What follows belongs to an exercise in optimizing a design on an open flow for small area, a short achievable clock period and few clock cycles per item; a production flow would make more cautious choices.
The RTL was checked by simulation tests, not by an equivalence proof against the original design.
No driver is modelled on the clock port, so clock power and skew are understated where the tree is cut down; a real chip needs a root buffer or a tree.
No activity file was given, so power comes from the tool's default toggle rates.

build 34:
## functions
module functions(input clk,
                 input rst,
                 input [7:0] a,
                 input [7:0] b,
                 input start,
                 output wire [9:0] out,
                 output wire busy
                );
clock: 5.5 ns
lec_check: 0
cap_margin: 20
core_area: 4 4 66 66
die_area: 0 0 70 70
place_density: 0.85
setup_slack_margin: 3.2
slew_margin: 20
tns_end_percent: 10
standard.sh (not shown) runs the stock make flow with config.mk's settings and CLKGATE_MAP_FILE= SYNTH_SCRIPT=/design/flow/synth_recipe.tcl, a recipe that flattens the netlist after the stock synthesis.
==> flow/flow/run.sh <==
#!/bin/bash
# The standard layout (standard.sh), with three changes:
#  - synthesis maps the logic with its own delay-driven ABC script
#    (flow/abc.script) and leaves adders to ABC instead of ORFS's
#    full/half-adder cells;
#  - the port buffers are the smallest buffer instead of the resizer's
#    default pick (a slow delay buffer);
#  - the clock tree is one buffer (flow/post_cts.tcl).
set -euo pipefail
here=$(pwd)
cat flow/abc_wrap.tcl synth_recipe.tcl > own_synth.tcl
export MY_ABC_SCRIPT=$here/flow/abc.script
export MY_ABC_D=1000
bash standard.sh SYNTH_SCRIPT=$here/own_synth.tcl ADDER_MAP_FILE= \
  BUFFER_PORTS_ARGS="-buffer_cell sky130_fd_sc_hd__buf_1" \
  CTS_ARGS="-sink_clustering_enable -repair_clock_nets -dont_use_dummy_load -buf_list sky130_fd_sc_hd__clkbuf_4 -root_buf sky130_fd_sc_hd__clkbuf_4" \
  POST_CTS_TCL=$here/flow/post_cts.tcl \
  finish > orfs_flow.log 2>&1
==> flow/flow/abc.script <==
strash
dch
map -D 1000
topo
stime -c
buffer -c
upsize -c -D 1000
dnsize -c -D 1000
==> flow/flow/abc_wrap.tcl <==
# Runs Yosys's abc with this flow's own ABC script (flow/abc.script) and
# delay target in place of ORFS's; everything else in the synthesis is
# the standard script, which this file is put in front of.
proc abc {args} {
  set i [lsearch -exact $args -script]
  if {$i >= 0} { set args [lreplace $args $i [expr {$i + 1}] -script $::env(MY_ABC_SCRIPT)] }
  set i [lsearch -exact $args -D]
  if {$i >= 0} { set args [lreplace $args $i [expr {$i + 1}]] }
  lappend args -D $::env(MY_ABC_D)
  puts "abc (own script): $args"
  yosys abc {*}$args
}
Other scripts of this flow, unchanged in this note and not shown: flow/flow/post_cts.tcl
The flow did not stop early for build 34: all stages ran, and the layout cleared the timing, DRC and antenna checks.
Testbench counts of build 34, summed over its fixed seeds: cycles 800, items 800.
Modified inputs, build 17 compared to build 34
- a deleted PLACE_DENSITY that had been 0.85
- a deleted TNS_END_PERCENT that had been 10
- a deleted SETUP_SLACK_MARGIN that had been 3.2
diff --git a/flow/flow/run.sh b/flow/flow/run.sh
--- a/flow/flow/run.sh
+++ b/flow/flow/run.sh
@@ -15,3 +15,3 @@
   BUFFER_PORTS_ARGS="-buffer_cell sky130_fd_sc_hd__buf_1" \
-  CTS_ARGS="-sink_clustering_enable -repair_clock_nets -dont_use_dummy_load -buf_list sky130_fd_sc_hd__clkbuf_4 -root_buf sky130_fd_sc_hd__clkbuf_4" \
+  CTS_ARGS="-sink_clustering_enable -repair_clock_nets -buf_list sky130_fd_sc_hd__clkbuf_4 -root_buf sky130_fd_sc_hd__clkbuf_4" \
   POST_CTS_TCL=$here/flow/post_cts.tcl \
==> comparison <==
- Overall power consumption on build 17 is up relative to build 34.
- Count of TritonRoute iterations in the first routing pass: build 34 vs build 17 identical
- Build 17 finished end to end and its layout was clean on timing, DRC and antenna.
- Diff build 34 -> build 17: sequential share of layout area fell by 0.20 points; fraction of power consumed by combinational cells fell by 2.4 points.
- Taking build 34 as the reference, in build 17 share of power burned in the clock network increased by 3.6 points relative to the old numbers, setup slack down 0.049 ns, clock-cell share of area went up 0.74 points, cell area shrank by 14 sq um.
What build 49 does differently from build 17 at the input level:
- TNS_END_PERCENT now 10, previously not set
- SETUP_SLACK_MARGIN now 3.2, previously not set
diff --git a/flow/flow/run.sh b/flow/flow/run.sh
--- a/flow/flow/run.sh
+++ b/flow/flow/run.sh
@@ -12,6 +12,6 @@
 export MY_ABC_SCRIPT=$here/flow/abc.script
-export MY_ABC_D=1000
+export MY_ABC_D=1100
 bash standard.sh SYNTH_SCRIPT=$here/own_synth.tcl ADDER_MAP_FILE= \
   BUFFER_PORTS_ARGS="-buffer_cell sky130_fd_sc_hd__buf_1" \
-  CTS_ARGS="-sink_clustering_enable -repair_clock_nets -buf_list sky130_fd_sc_hd__clkbuf_4 -root_buf sky130_fd_sc_hd__clkbuf_4" \
+  CTS_ARGS="-sink_clustering_enable -repair_clock_nets -dont_use_dummy_load -buf_list sky130_fd_sc_hd__clkbuf_4 -root_buf sky130_fd_sc_hd__clkbuf_4" \
   POST_CTS_TCL=$here/flow/post_cts.tcl \
==> flow/flow/abc.script <==
strash
dch
map -D 1100
topo
stime -c
buffer -c
upsize -c -D 1100
dnsize -c -D 1100
- On share of the cycle needed by the critical path after routing, the lower figure sits with build 49, not build 17.
- Between build 17 and build 49, the setup slack is higher for build 49.
- Looking at detailed-routing iteration count for the pre-antenna-repair pass, build 49 sits 1 lower than build 17 does.
- Comparing the two runs side by side, build 49 comes out behind build 17 on leakage dissipation.
#### Input delta (build 41 over build 49)
diff --git a/flow/flow/run.sh b/flow/flow/run.sh
--- a/flow/flow/run.sh
+++ b/flow/flow/run.sh
@@ -12,3 +12,3 @@
 export MY_ABC_SCRIPT=$here/flow/abc.script
-export MY_ABC_D=1100
+export MY_ABC_D=1000
 bash standard.sh SYNTH_SCRIPT=$here/own_synth.tcl ADDER_MAP_FILE= \
==> flow/flow/abc.script <==
strash
dch -f
map -D 1000
topo
stime -c
buffer -c
upsize -c -D 1000
dnsize -c -D 1000
## What came out
Build 41 gives more DRC marker count from the first detailed-route iteration than build 49 did.
From build 49 to build 41 the numbers moved as follows: area after synthesis saw an increase, total power saw a decrease, register-to-register slack saw an increase, area overhead of the layout relative to synthesis saw a decrease.
Data arrival at the endpoint of the critical path of build 41 is on par with build 49.
Compared with build 49, in build 41 fraction of area in multi-input gates moved up; cell area power density decreased by 3.0% relative to the old numbers; area after detailed placement rose by 2.3%; cell leakage power went up by 0.016 nW.
Edits applied to the flow inputs when going from build 41 to build 19:
diff --git a/flow/flow/run.sh b/flow/flow/run.sh
--- a/flow/flow/run.sh
+++ b/flow/flow/run.sh
@@ -15,3 +15,3 @@
   BUFFER_PORTS_ARGS="-buffer_cell sky130_fd_sc_hd__buf_1" \
-  CTS_ARGS="-sink_clustering_enable -repair_clock_nets -dont_use_dummy_load -buf_list sky130_fd_sc_hd__clkbuf_4 -root_buf sky130_fd_sc_hd__clkbuf_4" \
+  CTS_ARGS="-sink_clustering_enable -repair_clock_nets -dont_use_dummy_load -buf_list sky130_fd_sc_hd__clkbuf_8 -root_buf sky130_fd_sc_hd__clkbuf_8" \
   POST_CTS_TCL=$here/flow/post_cts.tcl \
==> flow/flow/abc.script <==
strash
dch
map -D 1000
topo
stime -c
buffer -c
upsize -c -D 1000
dnsize -c -D 1000
Notes after the runs:
Build 19: cell area is about 4.6% lower than what build 41 reported. Re die area: no difference whatsoever between build 41 and build 19. When build 19 is set beside build 41, its simple-gate area share of the yosys netlist turns out to be 0.51 points larger. Higher via count of the first global-routing pass among build 41 and build 19: build 41. Relative area of non-clock buffer cells in the final design: build 19 > build 41.

==> re-timing with driven ports <==
Ports are ideal in the flow. The routed layouts listed here were re-timed in OpenROAD. Step 1 (the two cells are an assumption about what drives the block):
set clk [get_ports {clk}]
set_driving_cell -lib_cell sky130_fd_sc_hd__clkbuf_16 $clk
set_driving_cell -lib_cell sky130_fd_sc_hd__buf_2 [delete_from_list [all_inputs] $clk]
Step 2 times the ports against the registers' clock, not the clock port: input delays grow and output delays shrink by t, the midpoint of the rising clock arrivals with the driver on. Slacks: ideal / step 1 / step 2; pairs: ideal / step 1.
run | t (ns) | setup WS [ns] | hold WS [ns]
build 34 | 0.189 | 3.073 / 3.054 / 2.934 | 0.517 / 0.517 / 0.517
build 17 | 0.192 | 3.024 / 3.005 / 2.958 | 0.505 / 0.505 / 0.505
build 49 | 0.193 | 3.058 / 3.037 / 2.898 | 0.507 / 0.507 / 0.507
build 41 | 0.186 | 3.059 / 3.041 / 2.976 | 0.481 / 0.481 / 0.481
build 19 | 0.154 | 3.144 / 3.122 / 3.015 | 0.492 / 0.492 / 0.492
After both steps setup and hold are still met in every run listed. For build 49, which loses most, drivers alone change the setup slack by -0.021 ns; drivers and shift together by -0.160 ns.
